Background: an optimization exercise with open tools, aiming at small area and a short achievable clock period. Do not read the settings as production practice.
No run shown here included a check of the RTL's function; only the layout flow was run.

--- design/flow/run.sh ---
#!/bin/bash
# synth_recipe.tcl (not shown) runs the flow's synth.tcl, then flattens the netlist and writes it again
# the make line also repeats each setting of config.mk as NAME=value (left out here)
make -C /OpenROAD-flow-scripts/flow DESIGN_CONFIG=/design/flow/config.mk WORK_HOME=/design/flow/orfs CLKGATE_MAP_FILE= SYNTH_SCRIPT=/design/flow/synth_recipe.tcl finish
--- design/flow/design.v ---
module proc (
    input         clk,
    input         reset,
    input         intrq,
    input         ioskp,
    input  [11:0] mq,
    input         mql,
    output        dfrm_n,
    output        jump_n,
    output        intak_n,
    output        ioinst,
    output        mdl_n,
    output [11:0] md_n,
    output        mread_n,
    output        mwrite_n);
    reg s_f1, s_f2, s_d1, s_d2, s_d3, s_e1, s_e2, s_e3, s_i1;
    reg [11:9] ir;
    reg        ir8;
    reg [11:0] ac, ma, pc;
    reg        lnk;
    wire acz     = ~| ac;
    wire ir0     = ir == 3'o0;
    wire ir1     = ir == 3'o1;
    wire ir2     = ir == 3'o2;
    wire ir3     = ir == 3'o3;
    wire ir4     = ir == 3'o4;
    wire ir5     = ir == 3'o5;
    wire ir6     = ir == 3'o6;
    wire ir7     = ir == 3'o7;
    wire opriot  = ma[8] & (| ma[2:0]);              
    wire iotd    = ir6 | ir7 & opriot;
    wire grpa    = s_e1 & ir7 & ~ ma[8];
    wire grpb    = s_e1 & ir7 & ma[8] & ~ (| ma[2:0]);
    wire arith1  = s_e1 & ~ ir[11] & ~ ir[10];
    wire isz1    = s_e1 & ir2;
    wire dca1    = s_e1 & ir3;
    wire jms1    = s_e1 & ir4;
    wire jmp1    = s_e1 & ir5;
    wire iot1    = s_e1 & iotd;
    wire and2    = s_e2 & (ir0 | ir1 & acz);
    wire dca2    = s_e2 & ir3;
    wire iot2    = s_e2 & iotd;
    wire tad3    = s_e3 & ir[9];      
    wire isz3    = s_e3 & ir[10];
    wire jms3    = s_e3 & ir[11];
    wire autoidx = ma[11:3] == 9'o001;
    wire meminst = ~ (mq[11] & mq[10]);
    wire skip    = ((lnk & ma[4]) | (acz & ma[5]) | (ac[11] & ma[6])) ^ ma[3];
    wire [11:0] pcc, mac;
    genvar i;
    generate for (i = 0; i < 12; i = i + 1) begin : g_inc
        if (i == 0) begin : g0
            assign pcc[i] = 1'b1;
            assign mac[i] = 1'b1;
        end else begin : gn
            assign pcc[i] = & pc[i-1:0];
            assign mac[i] = & ma[i-1:0];
        end
    end endgenerate
    wire incsk = grpb & skip;
    wire selp  = s_f1 | s_e2 & ir[11] | grpb;                  
    wire selmi = s_d3 | s_e3;                                  
    wire selm  = s_d1 | s_e1 & ~ (ir[11] & ir[10]) | selmi;     
    wire sela  = s_e1 & ir[11] & ir[10] & ~ grpb | s_e2 & ~ ir[11];    
    wire [11:0] mdo = {12{selp}} & (pc ^ (pcc & {12{incsk}})) |
                      {12{selm}} & (ma ^ (mac & {12{selmi}})) |
                      {12{sela}} & ac;
    wire brk = jmp1 | jms3 | grpb;
    assign md_n     = ~ mdo;
    assign mdl_n    = ~ lnk;
    assign mread_n  = ~ (s_f1 | s_d1 | arith1 | isz1 | brk & ~ intrq);
    assign mwrite_n = ~ (s_d1 & autoidx | jms1 | dca1 | isz1 | s_i1);
    assign dfrm_n   = ~ (s_e1 & ~ ir[11] & ir8);
    assign jump_n   = ~ (s_e1 & ir[11] & ~ ir[10]);
    assign intak_n  = ~ s_i1;
    assign ioinst   = iot1;
    wire [11:0] ax = ma & {12{~ s_e1}};
    wire [11:0] ay = (ac & {12{~ (s_e1 & ma[7])}}) ^ {12{s_e1 & ma[5]}};
    wire [12:0] cy;
    wire [11:0] sum;
    assign cy[0] = s_e1 & ma[0];
    generate for (i = 0; i < 12; i = i + 1) begin : g_add
        assign sum[i]  = ax[i] ^ ay[i] ^ cy[i];
        assign cy[i+1] = ax[i] & ay[i] | (ax[i] ^ ay[i]) & cy[i];
    end endgenerate
    wire        newl = ((lnk & ~ (s_e1 & ma[6])) ^ (s_e1 & ma[4])) ^ cy[12];
    wire [12:0] ls   = {newl, sum};
    wire r_nop  = ~ s_e1 | ma[3:1] == 3'b000;
    wire r_bsw  = s_e1 & ma[3:1] == 3'b001;
    wire r_ral  = s_e1 & ma[3:1] == 3'b010;
    wire r_rtl  = s_e1 & ma[3:1] == 3'b011;
    wire r_rar  = s_e1 & ma[3:1] == 3'b100;
    wire r_rtr  = s_e1 & ma[3:1] == 3'b101;
    wire r_one  = s_e1 & ma[3] & ma[2];
    wire [12:0] rot = {13{r_nop}} & ls |
                      {13{r_bsw}} & {newl, sum[5:0], sum[11:6]} |
                      {13{r_ral}} & {ls[11:0], ls[12]} |
                      {13{r_rtl}} & {ls[10:0], ls[12:11]} |
                      {13{r_rar}} & {ls[0], ls[12:1]} |
                      {13{r_rtr}} & {ls[1:0], ls[12:2]} |
                      {13{r_one}};
    wire endinst = and2 | tad3 | dca2 | isz3 | iot2 | grpa;
    always @(posedge clk or posedge reset) begin
        if (reset) begin
            {s_f1, s_f2, s_d1, s_d2, s_d3, s_e1, s_e2, s_e3, s_i1} <= 9'b100000000;
        end else begin
            s_f1 <= endinst & ~ intrq;
            s_i1 <= (endinst | brk) & intrq;
            s_f2 <= s_f1 | brk & ~ intrq;
            s_d1 <= s_f2 & meminst & mq[8];
            s_d2 <= s_d1;
            s_d3 <= s_d2 & autoidx;
            s_e1 <= s_f2 & ~ (meminst & mq[8]) | s_d2 & ~ autoidx | s_d3;
            s_e2 <= s_e1 & (~ ir[11] | ir4 | iotd) | s_i1;
            s_e3 <= s_e2 & (ir1 & ~ acz | ir2 | ir4);
        end
    end
    wire pcinc_en = s_f2 | isz3 & mac[11] & ma[11] | iot2 & ioskp | incsk;
    always @(posedge clk or posedge reset) begin
        if (reset)            pc <= 12'o0000;
        else if (jmp1 | jms3) pc <= mdo;
        else                  pc <= pc ^ (pcc & {12{pcinc_en}});
    end
    always @(posedge clk) begin
        if (s_i1)      ir <= 3'o4;
        else if (s_f2) ir <= mq[11:9];
        if (s_f2)      ir8 <= mq[8];
    end
    wire tad2 = s_e2 & ir1 & ~ acz;
    wire isz2 = s_e2 & ir2;
    always @(posedge clk) begin
        if (s_d3 | s_i1)                      ma <= mdo;
        else if (s_f2)                        ma <= {meminst ? (pc[11:7] & {5{mq[7]}}) : mq[11:7], mq[6:0]};
        else if (s_d2 | tad2 | isz2)          ma <= mq;
    end
    always @(posedge clk) begin
        if (and2 | iot2)                      ac <= mq & (ac | {12{ir[9] | ir[11]}});
        else if (dca2 | grpb & ma[7])         ac <= 12'o0000;
        else if (tad3 | grpa)                 ac <= rot[11:0];
        if (iot2)                             lnk <= mql;
        else if (tad3 | grpa)                 lnk <= rot[12];
    end
endmodule
--- design/flow/constraint.sdc ---
create_clock -name core_clock -period 6.5 [get_ports {clk}]
set_input_delay 1.3000 -clock core_clock [delete_from_list [all_inputs] [get_ports {clk}]]
set_output_delay 1.3000 -clock core_clock [all_outputs]
set_load 0.01 [all_outputs]
--- design/flow/config.mk ---
export PLATFORM = sky130hd
export DESIGN_NAME = proc
export DESIGN_NICKNAME = proc
export VERILOG_FILES = /design/flow/design.v
export SDC_FILE = /design/flow/constraint.sdc
export NUM_CORES = 4
export LEC_CHECK = 0
export ABC_AREA = 1
export CAP_MARGIN = 20
export CORE_MARGIN = 2
export CORE_UTILIZATION = 40
export SETUP_SLACK_MARGIN = 3.0
export SLEW_MARGIN = 20
==> impl_metrics.ini, run 1 <==
[floorplanning]
chipHeight_um = 111
dieArea_sq_um = 12300
rows = 39
core_region_area_sq_um = 11300
ios = 36
start_util_pct = 40.5
die_x_um = 111

[sta]
final-max-slew-violation-count = 0
setup_tns_ns = 0
hold_viol = 0
rsz0062_at_grt = yes
fin_crit_ns = 5.40
finalSetupViolCount = 0
slew_headroom_pct = 40.2
max_freq_mhz = 185
tightest_slew_ns = 0.896
fin_crit_sh_pct = 83.1
clock_skew_ns = 0.00883
setup_ws_ns = 1.10

[synth]
syn_inst = 672
synth_top_flop_cell = edfxtp_1
yosys-top-cells-count = nand2_1 (219), inv_1 (111), nand3_1 (44)
yosys_warnings = 1
synth_nets = 704
synth_top_area_share_pct = 17.9
synth_edf_count = 26
yosysMostFrequentCell = nand2_1
yosys-top-cells-area = nand2_1 (18%), edfxtp_1 (17%), dfrtp_1 (11%)
syn_area_sq_um = 4590
async_reset_ff_share_pct = 42.0
synth_seq_cells = 50
synth_top_cell_by_area = nand2_1
synth.distinct_cells = 49
syn_area_per_cell_sq_um = 6.83
yosysSeqAreaShare_pct = 29.8

[routing]
drtAntennaViolNets = 0
wl_per_cell_um = 16.9
drt-vias-per-instance = 5.41
drt_first_pass_iters = 6
drc = 0
wl_um = 15200
num_vias = 4854
drt_iter0_drc = 430

[job]
maxCapViolCount = 0

[setup_path]
arrival_ns = 5.46
cp_max_fo = 4
critPathCaptureType = register
cp-start-kind = register
reg2regPathDepth = 24
crit_type = reg -> reg
required_ns = 6.56

[finish]
antennaDiodeCount = 0
fin_nets = 785
regArea_sq_um = 1370
fill_cells = 1101
multi_input_area_sq_um = 2930
drive_gt1_share_pct = 25.7
post-route-util_pct = 52.4
syn_to_final_growth_pct = 29.3

[clocking]
cts_root_buf = clkbuf_16
clk_pin_slew_ns = 0.07
htree_levels = 2
cts_buffer_depth = 2
cts_buffers = 5
ctsHoldBuffers = 0
cts.sinks = 50
cts_tree = built
clk_latency_ns = 0.30

[global_routing]
grt_overflow_total = 0
grt.total_usage_pct = 24.7
grt_max_degree = 22
antenna_found_initial = 0
grt_pass1_wl_um = 24500
grt_pass1_vias = 4626

[place]
dp_slack_ns = 0.807
place.gp.congestion = 0.941
hpwlAfterDp_um = 11100
io_buffer_count = 35

[min_path]
hold_class = reg -> reg
worstHoldPathCells = 0

[status]
status = no timing/DRC/antenna violations
metrics by stage:
stage | instance area (sq um) | hold slack, ns | cells
after floorplan | 4690 | 0.397 | 672
after global placement | 5090 | 0.461 | 832
after detailed placement | 5090 | 0.458 | 832
after CTS | 5730 | 0.494 | 885
after global routing | 5930 | 0.509 | 897
final | 5930 | 0.483 | 897
worst paths after layout:
kind                       start  endpoint  slack (ns)
min in group asynchronous  reset    pc[10]        1.49
max                         s_e1    ac[11]        1.10
max reg2reg                 s_e1    ac[11]        1.10
min reg2reg                 s_d1      s_d2        0.48
max in group asynchronous  reset      s_e1        4.40
min                         s_d1      s_d2        0.48
critical path, stage by stage (launching register included):
cell and delay (ns):
dfrtp_2 0.48, nand2_4 0.13, inv_8 0.04, xor2_2 0.17, fa_2 0.34, fa_2 0.34, inv_2 0.07, fa_2 0.20
inv_2 0.04, fa_2 0.33, fa_2 0.34, fa_2 0.34, inv_2 0.06, fa_2 0.19, fa_2 0.20, fa_2 0.19
fa_2 0.19, inv_2 0.04, fa_2 0.33, fa_2 0.59, inv_4 0.06, a221oi_2 0.22, o211ai_1 0.13, nand2_1 0.09
nand2_1 0.05
cell families after synthesis:
| kind of cell | Yosys count | share of synthesized area [%] |
|---|---|---|
| DFF | 50 | 29.8 |
| and+or+nand+nor | 358 | 34.4 |
| buffers and inverters | 136 | 12.3 |
| AOI/OAI and AO/OA | 96 | 14.2 |
| xor gates and xnor gates | 17 | 3.24 |
| adders and majority gates | 15 | 6.05 |
routing by layer:
| metal | vias to the layer above | GRT usage (%) | share of wire, % |
|---|---|---|---|
| li1 | 2356 | - | - |
| met5 | - | 0 | 0 |
| met1 | 2306 | 34.2 | 45 |
| met3 | 17 | 2.84 | 5.7 |
| met4 | 0 | 6.09 | 1.3 |
| met2 | 175 | 41.4 | 48 |
state kept, by name (all words and copies together), names as in the netlist, 3 cells and up:
signal,cells
ac,12
ir,3
ma,12
pc,12
final cells by class:
cell class | count | share of cell area [%]
flip-flops and latches | 50 | 23.1
repair buffers | 94 | 14.1
well taps | 143 | 3.01
clock inverters | 2 | 0.190
clock buffers | 6 | 2.34
multi-input cells | 486 | 49.4
inverters | 116 | 7.78
repair_timing:
action	4_1_cts	5_1_grt
gates resized for setup	107	44
pin swaps	35	28
buffers inserted	45	12
endpoints found under the setup margin	27	27
cell usage in the layout, fill, tap and decap left out, types with 10 or more instances in the layout:
| master | instances |
|---|---|
| inv_2 | 14 |
| nor2_1 | 35 |
| nand2_1 | 201 |
| xor2_1 | 13 |
| nand2_2 | 29 |
| o21ai_0 | 15 |
| edfxtp_1 | 26 |
| nand3_1 | 39 |
| o211ai_1 | 22 |
| a21oi_1 | 10 |
| inv_1 | 95 |
| dfrtp_1 | 19 |
| buf_6 | 22 |
| fa_2 | 12 |
| buf_4 | 39 |
| clkdlybuf4s50_1 | 21 |
| o22ai_1 | 13 |
| nand4_1 | 17 |
==> run 2, diff against run 1 <==
--- a/design/flow/config.mk
+++ b/design/flow/config.mk
@@ -9,5 +9,4 @@
 export CAP_MARGIN = 20
 export CORE_MARGIN = 2
 export CORE_UTILIZATION = 40
-export SETUP_SLACK_MARGIN = 3.0
 export SLEW_MARGIN = 20
==> run 2 against run 1 <==
Global-route usage shrank 0.90 points. Setup slack lost 0.76 ns. Final area down 12%. Clock skew fell by 0.0037 ns. Non-clock buffer count decreased by 52. Synthesized area unchanged. Hold slack worse by 0.0042 ns. Fmax shrank 12%. Critical path type unchanged.
==> impl_metrics.ini, run 2 <==
[setup_path]
reg2regPathDepth = 23
critPathCaptureType = register
reg2reg_slack_ns = 0.34
arrival_ns = 6.21
cp_max_fo = 5
required_ns = 6.55
cp-start-kind = register
r2r-end = lnk
crit_type = reg -> reg
r2r_start = s_e1

[synth]
yosysSeqAreaShare_pct = 29.8
synth_edf_count = 26
syn_inst = 672
synth_top_area_share_pct = 17.9
yosys-top-cells-area = nand2_1 (18%), edfxtp_1 (17%), dfrtp_1 (11%)
synth.distinct_cells = 49
async_reset_ff_share_pct = 42.0
syn_area_per_cell_sq_um = 6.83
synth_top_cell_by_area = nand2_1
yosys_warnings = 1
syn_area_sq_um = 4590
yosys-top-cells-count = nand2_1 (219), inv_1 (111), nand3_1 (44)
yosysMostFrequentCell = nand2_1
synth_nets = 704
synth_seq_cells = 50
synth_top_flop_cell = edfxtp_1

[floorplanning]
ios = 36
dieArea_sq_um = 12300
die_x_um = 111
chipHeight_um = 111
core_region_area_sq_um = 11300
start_util_pct = 40.5
rows = 39

[global_routing]
grt_pass1_wl_um = 23500
grt.total_usage_pct = 23.8
grt_pass1_vias = 4479
grt_overflow_total = 0
antenna_found_initial = 0
grt_max_degree = 22

[sta]
fin_crit_sh_pct = 94.8
final-max-slew-violation-count = 0
rsz0062_at_grt = no
finalSetupViolCount = 0
tightest_slew_ns = 0.932
max_freq_mhz = 162
fin_crit_ns = 6.16
clock_skew_ns = 0.00513
slew_headroom_pct = 37.8
hold_viol = 0
setup_tns_ns = 0

[routing]
drt_iter0_drc = 416
drt-vias-per-instance = 5.47
drt_first_pass_iters = 5
drc = 0
wl_um = 14300
drtAntennaViolNets = 0
wl_per_cell_um = 16.9
num_vias = 4619

[clocking]
cts_buffers = 5
cts_buffer_depth = 2
cts.sinks = 50
htree_levels = 2
cts_root_buf = clkbuf_16
clk_latency_ns = 0.30
cts_resized = 0
cts_tree = built
ctsHoldBuffers = 0
postCtsSetupBuffers = 0
clk_pin_slew_ns = 0.07

[min_path]
hold_class = reg -> reg
whs_endpoint = s_d2
worstHoldPathCells = 0
hp-start = s_d1

[status]
status = no timing/DRC/antenna violations

[place]
place.gp.congestion = 0.924
io_buffer_count = 35
hpwlAfterDp_um = 11300

[job]
maxCapViolCount = 0

[finish]
antennaDiodeCount = 0
fin_nets = 733
syn_to_final_growth_pct = 13.4
final_common_cell = nand2_1
drive_gt1_share_pct = 7.26
top_regs = ac (12), ma (12), pc (12)
most-common-layout-cells = nand2_1 (219), inv_1 (111), nand3_1 (44)
run 2: worst max-delay path: stages (launching register included):
cell	delay, ns
dfrtp_1	0.43
nand2_1	0.12
inv_2	0.05
xor2_1	0.17
fa_1	0.42
fa_1	0.44
inv_1	0.09
fa_1	0.17
inv_1	0.06
fa_1	0.45
fa_1	0.46
fa_1	0.42
inv_1	0.09
fa_1	0.20
fa_1	0.22
fa_1	0.22
fa_1	0.18
inv_1	0.06
fa_1	0.45
fa_1	0.48
xnor2_2	0.21
xor2_2	0.27
o21bai_1	0.15
a31oi_1	0.11
run 2: kinds of logic after synthesis:
| logic type | Yosys count | share of synthesized area (%) |
|---|---|---|
| AOI/OAI and AO/OA | 96 | 14.2 |
| xor gates and xnor gates | 17 | 3.24 |
| buffers and inverters | 136 | 12.3 |
| DFF | 50 | 29.8 |
| and+or+nand+nor | 358 | 34.4 |
| adders and majority gates | 15 | 6.05 |
run 2: worst max-delay path by stage:
stage	startpoint	to	slack (ns)	depth (start not counted)
6_report	s_e1	lnk	0.34	23
5_1_grt	s_e1	ac[0]	0.01	24
4_1_cts	s_e1	lnk	0.27	23
3_5_place_dp	s_e1	lnk	0.27	23
3_3_place_gp	s_e1	lnk	0.38	23
2_1_floorplan	s_e1	lnk	0.25	25
run 2: per-layer routing:
metal / routed length [um] / vias up / global-route usage, % / share of wire [%]
met2: 6600 / 181 / 38.7 / 46
met1: 6340 / 2148 / 32.0 / 44
li1: - / 2245 / - / -
met5: 0 / - / 0 / 0
met3: 855 / 45 / 3.99 / 6.0
met4: 504 / 0 / 8.64 / 3.5
run 2: final cells by class:
class | instances | area (sq um)
Clock buffer | 7 | 133
Clock inverter | 1 | 6.26
Fill cell | 1198 | 6120
Inverter | 116 | 435
Multi-Input combinational cell | 486 | 2680
Sequential cell | 50 | 1370
Tap cell | 143 | 179
Timing Repair Buffer | 42 | 403
run 2: per-stage QoR:
step / instance area, sq um / hold WS, ns / cells / utilization (%) / setup slack (ns)
5_1_grt: 5200 / 0.509 / 845 / 46.0 / 0.0114
3_3_place_gp: 5040 / 0.455 / 837 / 44.5 / 0.383
4_1_cts: 5180 / 0.483 / 845 / 45.8 / 0.267
6_report: 5200 / 0.479 / 845 / 46.0 / 0.339
2_1_floorplan: 4590 / 0.397 / 672 / - / 0.250
3_5_place_dp: 5040 / 0.465 / 837 / 44.5 / 0.267
==> run 3, diff against run 2 <==
--- a/design/flow/design.v
+++ b/design/flow/design.v
@@ -74,14 +74,17 @@
     assign jump_n   = ~ (s_e1 & ir[11] & ~ ir[10]);
     assign intak_n  = ~ s_i1;
     assign ioinst   = iot1;
-    wire [11:0] ax = ma & {12{~ s_e1}};
-    wire [11:0] ay = (ac & {12{~ (s_e1 & ma[7])}}) ^ {12{s_e1 & ma[5]}};
+    wire        g1c  = s_e1 & ma[7];
+    wire        g1m  = s_e1 & ma[5];
+    wire [11:0] ay   = (ac & {12{~ g1c}}) ^ {12{g1m}};
+    wire [11:0] gg   = ma & ac & {12{~ s_e1}};
+    wire [11:0] pp   = s_e1 ? ay : ma ^ ac;
     wire [12:0] cy;
     wire [11:0] sum;
     assign cy[0] = s_e1 & ma[0];
     generate for (i = 0; i < 12; i = i + 1) begin : g_add
-        assign sum[i]  = ax[i] ^ ay[i] ^ cy[i];
-        assign cy[i+1] = ax[i] & ay[i] | (ax[i] ^ ay[i]) & cy[i];
+        assign sum[i]  = pp[i] ^ cy[i];
+        assign cy[i+1] = gg[i] | pp[i] & cy[i];
     end endgenerate
     wire        newl = ((lnk & ~ (s_e1 & ma[6])) ^ (s_e1 & ma[4])) ^ cy[12];
     wire [12:0] ls   = {newl, sum};
--- a/design/flow/config.mk
+++ b/design/flow/config.mk
@@ -5,8 +5,8 @@
 export SDC_FILE = /design/flow/constraint.sdc
 export NUM_CORES = 4
 export LEC_CHECK = 0
-export ABC_AREA = 1
 export CAP_MARGIN = 20
 export CORE_MARGIN = 2
 export CORE_UTILIZATION = 40
+export SETUP_SLACK_MARGIN = 3.0
 export SLEW_MARGIN = 20
==> run 3 against run 2 <==
Final area up 27%. Largest cell class unchanged. Sequential cell count unchanged. Final cell count fell by 1.8%. Fmax up 3.1%.
==> impl_metrics.ini, run 3 <==
[status]
status = no timing/DRC/antenna violations

[floorplanning]
ios = 36
rows = 40
die_x_um = 114
start_util_pct = 40.5
dieArea_sq_um = 13000
chipHeight_um = 114
core_region_area_sq_um = 11900

[sta]
finalSetupViolCount = 0
hold_viol = 0
tightest_slew_ns = 1.19
slew_headroom_pct = 19.8
fin_crit_ns = 5.98
setup_tns_ns = 0
clock_skew_ns = 0.00747
fin_crit_sh_pct = 91.9
rsz0062_at_grt = yes
final-max-slew-violation-count = 0
max_freq_mhz = 167
setup_ws_ns = 0.524

[min_path]
hold_class = reg -> reg

[clocking]
cts_root_buf = clkbuf_16
clk_latency_ns = 0.30
cts_buffers = 5
ctsHoldBuffers = 0
cts_tree = built
clk_pin_slew_ns = 0.07
htree_levels = 2
cts_buffer_depth = 2
cts.sinks = 50

[place]
place.gp.congestion = 0.884
io_buffer_count = 35
dp_slack_ns = 0.310
hpwlAfterDp_um = 11500

[job]
maxCapViolCount = 0

[routing]
drt_iter0_drc = 779
drt_first_pass_iters = 5
num_vias = 5495
wl_um = 18500
wl_per_cell_um = 22.3
drtAntennaViolNets = 0
drt-vias-per-instance = 6.62
drc = 0

[global_routing]
grt_pass1_wl_um = 28600
grt_pass1_vias = 5063
grt.total_usage_pct = 28.2
grt_overflow_total = 0
grt_max_degree = 37
antenna_found_initial = 0

[finish]
drive_gt1_share_pct = 27.5
syn_to_final_growth_pct = 37.1
fin_nets = 726
fill_cells = 1054
final_common_cell = a21oi_1
antennaDiodeCount = 0
most-common-layout-cells = a21oi_1 (49), nand2_1 (47), buf_4 (46)
top_regs = ac (12), ma (12), pc (12)

[setup_path]
critPathCaptureType = register
worst-path-buf-inv = 2
arrival_ns = 6.03
critPathSlowestCell = edfxtp_1
crit_type = reg -> reg
cp_top_family = compound AO/OA/AOI/OAI gates
cp-start-kind = register
required_ns = 6.55
cpPeakStageDelay_ns = 0.44
cp_max_fo = 5
cp_common_cell = a21o_1

[synth]
yosys_warnings = 1
synth_top_cell_by_area = edfxtp_1
syn_area_sq_um = 4830
synth_top_flop_cell = edfxtp_1
yosysMostFrequentCell = a21oi_1
synth_top_area_share_pct = 16.2
yosysSeqAreaShare_pct = 28.3
yosys-top-cells-count = a21oi_1 (62), nand2_1 (50), nor2_1 (48)
syn_inst = 600
syn_area_per_cell_sq_um = 8.05
synth.distinct_cells = 71
synth_seq_cells = 50
yosys-top-cells-area = edfxtp_1 (16%), dfrtp_1 (10%), ha_1 (7.0%)
async_reset_ff_share_pct = 42.0
synth_edf_count = 26
synth_nets = 644
run 3: final timing paths:
path | startpoint | end | slack [ns] | depth (start not counted)
worst max-delay path | ac[0] | ac[11] | 0.52 | 33
worst min-delay path | s_d2 | s_d3 | 0.52 | 1
worst min register to register | s_d2 | s_d3 | 0.52 | 1
min in group asynchronous | reset | s_i1 | 1.50 | 2
worst max register to register | ac[0] | ac[11] | 0.52 | 33
max in group asynchronous | reset | s_e1 | 4.37 | 2
run 3: stage by stage:
step / util, % / hold WS [ns] / cell area, sq um / instances
4_1_cts: 52.5 / 0.507 / 6250 / 816
5_1_grt: 55.6 / 0.536 / 6620 / 830
3_5_place_dp: 45.3 / 0.492 / 5400 / 751
6_report: 55.6 / 0.520 / 6620 / 830
3_3_place_gp: 45.3 / 0.486 / 5400 / 751
2_1_floorplan: - / 0.416 / 4970 / 600
run 3: kinds of logic (layout without fill, tap and decap cells):
group / Yosys count / in the layout / synth area share [%]
AOI/OAI and AO/OA: 224 / 224 / 31.0
xor gates and xnor gates: 28 / 28 / 5.08
adders and majority gates: 27 / 27 / 7.00
buffers and inverters: 64 / 147 / 5.24
DFF: 50 / 50 / 28.3
muxes: 9 / 9 / 1.89
and+or+nand+nor: 198 / 198 / 21.5
run 3: layout make-up:
| class | instances | area (sq um) | area share (%) |
|---|---|---|---|
| clock buffers | 6 | 139 | 2.10 |
| clock inverters | 2 | 60.1 | 0.907 |
| inverters | 16 | 65.1 | 0.983 |
| multi-input cells | 486 | 3600 | 54.3 |
| flip-flops and latches | 50 | 1370 | 20.7 |
| well taps | 147 | 184 | 2.78 |
| repair buffers | 123 | 1200 | 18.2 |
run 3: layer usage:
layer | share of wire (%) | vias to the layer above | global-route usage [%] | wire length (um)
li1 | - | 2476 | - | -
met1 | 41 | 2657 | 38.5 | 7690
met2 | 48 | 310 | 46.1 | 8860
met3 | 7.4 | 52 | 3.88 | 1370
met4 | 3.3 | 0 | 9.84 | 607
met5 | 0 | - | 0 | 0
run 3: what timing repair did:
item | in CTS | in global routing
buffers inserted | 55 | 13
cloned | 2 | 1
setup endpoints to repair | 28 | 28
pin swaps | 25 | 34
resized for setup | 103 | 64
run 3: worst register-to-register path: cells and delay by family, from the launching register on:
kind / cells / cell delay [ns]
AOI/OAI and AO/OA: 16 / 2.41
adders and majority gates: 13 / 2.31
buffers and inverters: 2 / 0.19
DFF: 1 / 0.44
and+or+nand+nor: 2 / 0.37
==> run 4, diff against run 3 <==
--- a/design/flow/design.v
+++ b/design/flow/design.v
@@ -74,17 +74,14 @@
     assign jump_n   = ~ (s_e1 & ir[11] & ~ ir[10]);
     assign intak_n  = ~ s_i1;
     assign ioinst   = iot1;
-    wire        g1c  = s_e1 & ma[7];
-    wire        g1m  = s_e1 & ma[5];
-    wire [11:0] ay   = (ac & {12{~ g1c}}) ^ {12{g1m}};
-    wire [11:0] gg   = ma & ac & {12{~ s_e1}};
-    wire [11:0] pp   = s_e1 ? ay : ma ^ ac;
+    wire [11:0] ax = ma & {12{~ s_e1}};
+    wire [11:0] ay = (ac & {12{~ (s_e1 & ma[7])}}) ^ {12{s_e1 & ma[5]}};
     wire [12:0] cy;
     wire [11:0] sum;
     assign cy[0] = s_e1 & ma[0];
     generate for (i = 0; i < 12; i = i + 1) begin : g_add
-        assign sum[i]  = pp[i] ^ cy[i];
-        assign cy[i+1] = gg[i] | pp[i] & cy[i];
+        assign sum[i]  = ax[i] ^ ay[i] ^ cy[i];
+        assign cy[i+1] = ax[i] & ay[i] | (ax[i] ^ ay[i]) & cy[i];
     end endgenerate
     wire        newl = ((lnk & ~ (s_e1 & ma[6])) ^ (s_e1 & ma[4])) ^ cy[12];
     wire [12:0] ls   = {newl, sum};
==> design/flow/flow/run.sh (new file) <==
#!/bin/bash
# Standard synthesis, then the combinational logic re-mapped by ABC (flip-flops untouched),
# then the standard layout from the re-mapped netlist. Each tool's output goes to its own log.
set -euo pipefail
W=$(pwd)
F=$W/flow
R=$W/orfs/results/$FLOW_PLATFORM/proc/base
YOSYS=$FLOW_HOME/../tools/install/yosys/bin/yosys
[[ -x $YOSYS ]] || YOSYS=yosys
bash standard.sh synth > $W/log_synth.txt 2>&1
cp $R/1_2_yosys.v $W/standard_netlist.v
if REMAP_LIB=$FLOW_HOME/platforms/sky130hd/lib/sky130_fd_sc_hd__tt_025C_1v80.lib \
   REMAP_IN=$W/standard_netlist.v REMAP_OUT=$W/remap_netlist.v REMAP_TOP=$FLOW_TOP \
   REMAP_ABC=$F/remap.abc REMAP_STAT_IN=$W/remap_stat_in.txt REMAP_STAT_OUT=$W/remap_stat_out.txt \
   $YOSYS -c $F/remap.tcl > $W/log_remap.txt 2>&1 &&
   python3 $F/flops.py $W/standard_netlist.v | sort > $W/flops_standard.txt &&
   python3 $F/flops.py $W/remap_netlist.v | sort > $W/flops_remap.txt &&
   cmp -s $W/flops_standard.txt $W/flops_remap.txt; then
  echo "using the re-mapped netlist" > $W/remap_choice.txt
  cp $W/remap_netlist.v $R/1_2_yosys.v
  rm -f $R/1_synth.odb $R/1_synth.sdc
else
  echo "re-map failed or changed the flip-flops: using the standard netlist" > $W/remap_choice.txt
fi
bash standard.sh > $W/log_layout.txt 2>&1
==> design/flow/flow/flops.py (new file) <==
# Prints "celltype instance" for every flip-flop instance in a flat gate-level netlist.
import re, sys
text = open(sys.argv[1]).read()
for m in re.finditer(r'^\s*(sky130_fd_sc_hd__(?:s?e?df\w+|dl\w+))\s+(\S+)\s*\(', text, re.M):
    print(re.sub(r'_\d+$', '', m.group(1)), m.group(2))
==> design/flow/flow/remap.abc (new file) <==
strash
&get -n
&fraig -x
&put
scorr
dc2
strash
&get -n
&deepsyn -T 20
&dch -f
&nf
&put
==> design/flow/flow/remap.tcl (new file) <==
# Re-map the combinational logic of the standard synthesis netlist with ABC; the flip-flops
# (and tie cells) are kept as they are, with their names and cell types.
yosys -import
set lib $::env(REMAP_LIB)
read_liberty -ignore_miss_func $lib
setattr -mod -set keep_hierarchy 1 sky130_fd_sc_hd__df* sky130_fd_sc_hd__edf* sky130_fd_sc_hd__sdf* sky130_fd_sc_hd__sedf* sky130_fd_sc_hd__dl* sky130_fd_sc_hd__conb*
read_verilog $::env(REMAP_IN)
hierarchy -top $::env(REMAP_TOP)
flatten
set top $::env(REMAP_TOP)
opt -purge $top
tee -o $::env(REMAP_STAT_IN) stat -liberty $lib $top
abc -liberty $lib -dont_use *probe* -dont_use *lpflow* -script $::env(REMAP_ABC) $top
opt_clean -purge $top
setundef -zero $top
hilomap -singleton -hicell sky130_fd_sc_hd__conb_1 HI -locell sky130_fd_sc_hd__conb_1 LO $top
splitnets $top
opt_clean -purge $top
insbuf -buf sky130_fd_sc_hd__buf_4 A X $top
check $top
tee -o $::env(REMAP_STAT_OUT) stat -liberty $lib $top
select -module $::env(REMAP_TOP)
write_verilog -noattr -nohex -nodec -selected $::env(REMAP_OUT)
==> design/flow/standard.sh (new file) <==
#!/bin/bash
# synth_recipe.tcl (not shown) runs the flow's synth.tcl, then flattens the netlist and writes it again
# the make line also repeats each setting of config.mk as NAME=value (left out here)
make -C /OpenROAD-flow-scripts/flow DESIGN_CONFIG=/design/flow/config.mk WORK_HOME=/design/flow/orfs CLKGATE_MAP_FILE= SYNTH_SCRIPT=/design/flow/synth_recipe.tcl "${@:-finish}"
removed: design/flow/run.sh
==> run 4 against run 3 <==
Sequential share of layout area rose by 1.5 points. Clock-buffer cell count unchanged. Setup slack better by 0.89 ns. Synthesized area is 17% lower. Final cell count fell by 5.5%. Core utilization grew 8.1 points. Critical endpoint is now ac[0]. Highest routed layer unchanged.
==> impl_metrics.ini, run 4 <==
[finish]
most-common-layout-cells = buf_4 (85), nand2_1 (59), nor2_1 (41)
multi_input_area_sq_um = 3290
antennaDiodeCount = 0
fin_nets = 667
regArea_sq_um = 1380
drive_gt1_share_pct = 36.1
fill_cells = 814
top_regs = ac (12), ma (12), pc (12)
final_common_cell = buf_4
syn_to_final_growth_pct = 55.0

[clocking]
cts_buffers = 5
clk_pin_slew_ns = 0.11
cts.sinks = 50
htree_levels = 2
clk_latency_ns = 0.32
cts_root_buf = clkbuf_8
cts_tree = built
cts_buffer_depth = 2
ctsHoldBuffers = 0

[floorplanning]
die_x_um = 104
ios = 36
rows = 36
chipHeight_um = 104
start_util_pct = 41.0
dieArea_sq_um = 10800
core_region_area_sq_um = 9730

[setup_path]
critPathCaptureType = register
arrival_ns = 5.17
required_ns = 6.58
reg2reg_slack_ns = 1.41
cp-start-kind = register
crit_type = reg -> reg
cp_max_fo = 4

[routing]
drt_first_pass_iters = 7
drt_iter0_drc = 410
drtAntennaViolNets = 0
drt-vias-per-instance = 6.39
wl_per_cell_um = 22.1
num_vias = 5012
drc = 0
wl_um = 17300

[sta]
setup_tns_ns = 0
slew_headroom_pct = 31.6
finalSetupViolCount = 0
rsz0062_at_grt = yes
final-max-slew-violation-count = 0
fin_crit_ns = 5.09
clock_skew_ns = 0.00710
fin_crit_sh_pct = 78.3
setup_ws_ns = 1.41
tightest_slew_ns = 1.02
hold_viol = 0
max_freq_mhz = 197

[synth]
syn_area_per_cell_sq_um = 7.97
yosys_warnings = 1
syn_inst = 501
syn_area_sq_um = 3990
synth_nets = 518

[place]
place.gp.congestion = 0.898
dp_slack_ns = 1.11
hpwlAfterDp_um = 11100
io_buffer_count = 35

[global_routing]
grt_pass1_vias = 4538
grt.total_usage_pct = 29.6
grt_max_degree = 29
grt_overflow_total = 0
grt_pass1_wl_um = 25100
antenna_found_initial = 0

[job]
maxCapViolCount = 0

[status]
status = no timing/DRC/antenna violations

[min_path]
hold_class = reg -> reg
## run 4: worst max-delay path, cell delays in order, from the launching register on
cell and delay, ns:
edfxtp_1 0.42, buf_4 0.16, nand2_1 0.10, a311oi_4 0.37
xor2_2 0.15, buf_4 0.16, a311oi_4 0.30, a2111oi_4 0.08
nor3_2 0.12, o31a_1 0.19, a2bb2oi_2 0.19, o22ai_2 0.12
maj3_2 0.32, a22o_1 0.23, maj3_2 0.31, maj3_2 0.37
a21oi_4 0.19, a2111oi_4 0.08, or4_4 0.53, and2_4 0.17
a211o_1 0.29
## run 4: routing by layer
| layer | vias to the layer above | wire (um) | global-route usage [%] |
|---|---|---|---|
| li1 | 2210 | - | - |
| met1 | 2432 | 6740 | 37.3 |
| met2 | 287 | 8340 | 50.3 |
| met3 | 83 | 1240 | 4.51 |
| met4 | 0 | 1020 | 13.0 |
| met5 | - | 0 | 0 |
## run 4: final cells by class
cell class / instances / area share, %
Multi-Input combinational cell: 433 / 53.2
Timing Repair Buffer: 140 / 18.9
Inverter: 20 / 1.35
Clock inverter: 2 / 0.263
Tap cell: 133 / 2.69
Clock buffer: 6 / 1.33
Sequential cell: 50 / 22.2
## run 4: final timing paths
check,from,to,cells past startpoint
setup / recovery,ma[5],ac[0],20
max in group asynchronous,reset,s_e1,2
min in group asynchronous,reset,s_d1,2
setup reg to reg,ma[5],ac[0],20
hold reg to reg,s_d2,s_d3,1
hold / removal,s_d2,s_d3,1
## run 4: metrics by stage
stage               utilization, %  area (sq um)  cells  hold slack [ns]
floorplan                        -          4170    501            0.404
global placement              48.4          4700    671            0.478
detailed placement            48.4          4710    672            0.488
CTS                           56.7          5510    744            0.518
global route                  63.6          6190    784            0.538
finish                        63.6          6190    784            0.533
## run 4: what timing repair did
action,in CTS,in global routing
gates resized for setup,97,95
endpoints found under the hold margin,0,0
buffers inserted,64,38
pin swaps,26,37
setup endpoints to repair,33,53
gates cloned,0,2

[what the ideal ports hide]
How much do the figures lean on ideal ports? The routed layouts below were timed once more, with nothing changed but the port constraints. Step 1 (the two cells are an assumption about what drives the block):
set clk [get_ports {clk}]
set_driving_cell -lib_cell sky130_fd_sc_hd__clkbuf_16 $clk
set_driving_cell -lib_cell sky130_fd_sc_hd__buf_2 [delete_from_list [all_inputs] $clk]
Step 2, shift: input delay + t, output delay - t, t = (earliest + latest rising clock arrival at the registers) / 2. This alone moves slack from input paths to output paths. a / b / c = ideal / step 1 / step 2; a / b = the first two.
run | t, ns | slack for setup (ns) | worst setup path after step 2
run 1 | 0.334 | 1.098 / 1.098 / 1.098 | register to register
run 2 | 0.341 | 0.339 / 0.339 / 0.339 | register to register
run 3 | 0.337 | 0.524 / 0.524 / 0.524 | register to register
run 4 | 0.350 | 1.412 / 1.412 / 1.412 | register to register
After both steps setup and hold are still met in every run listed.
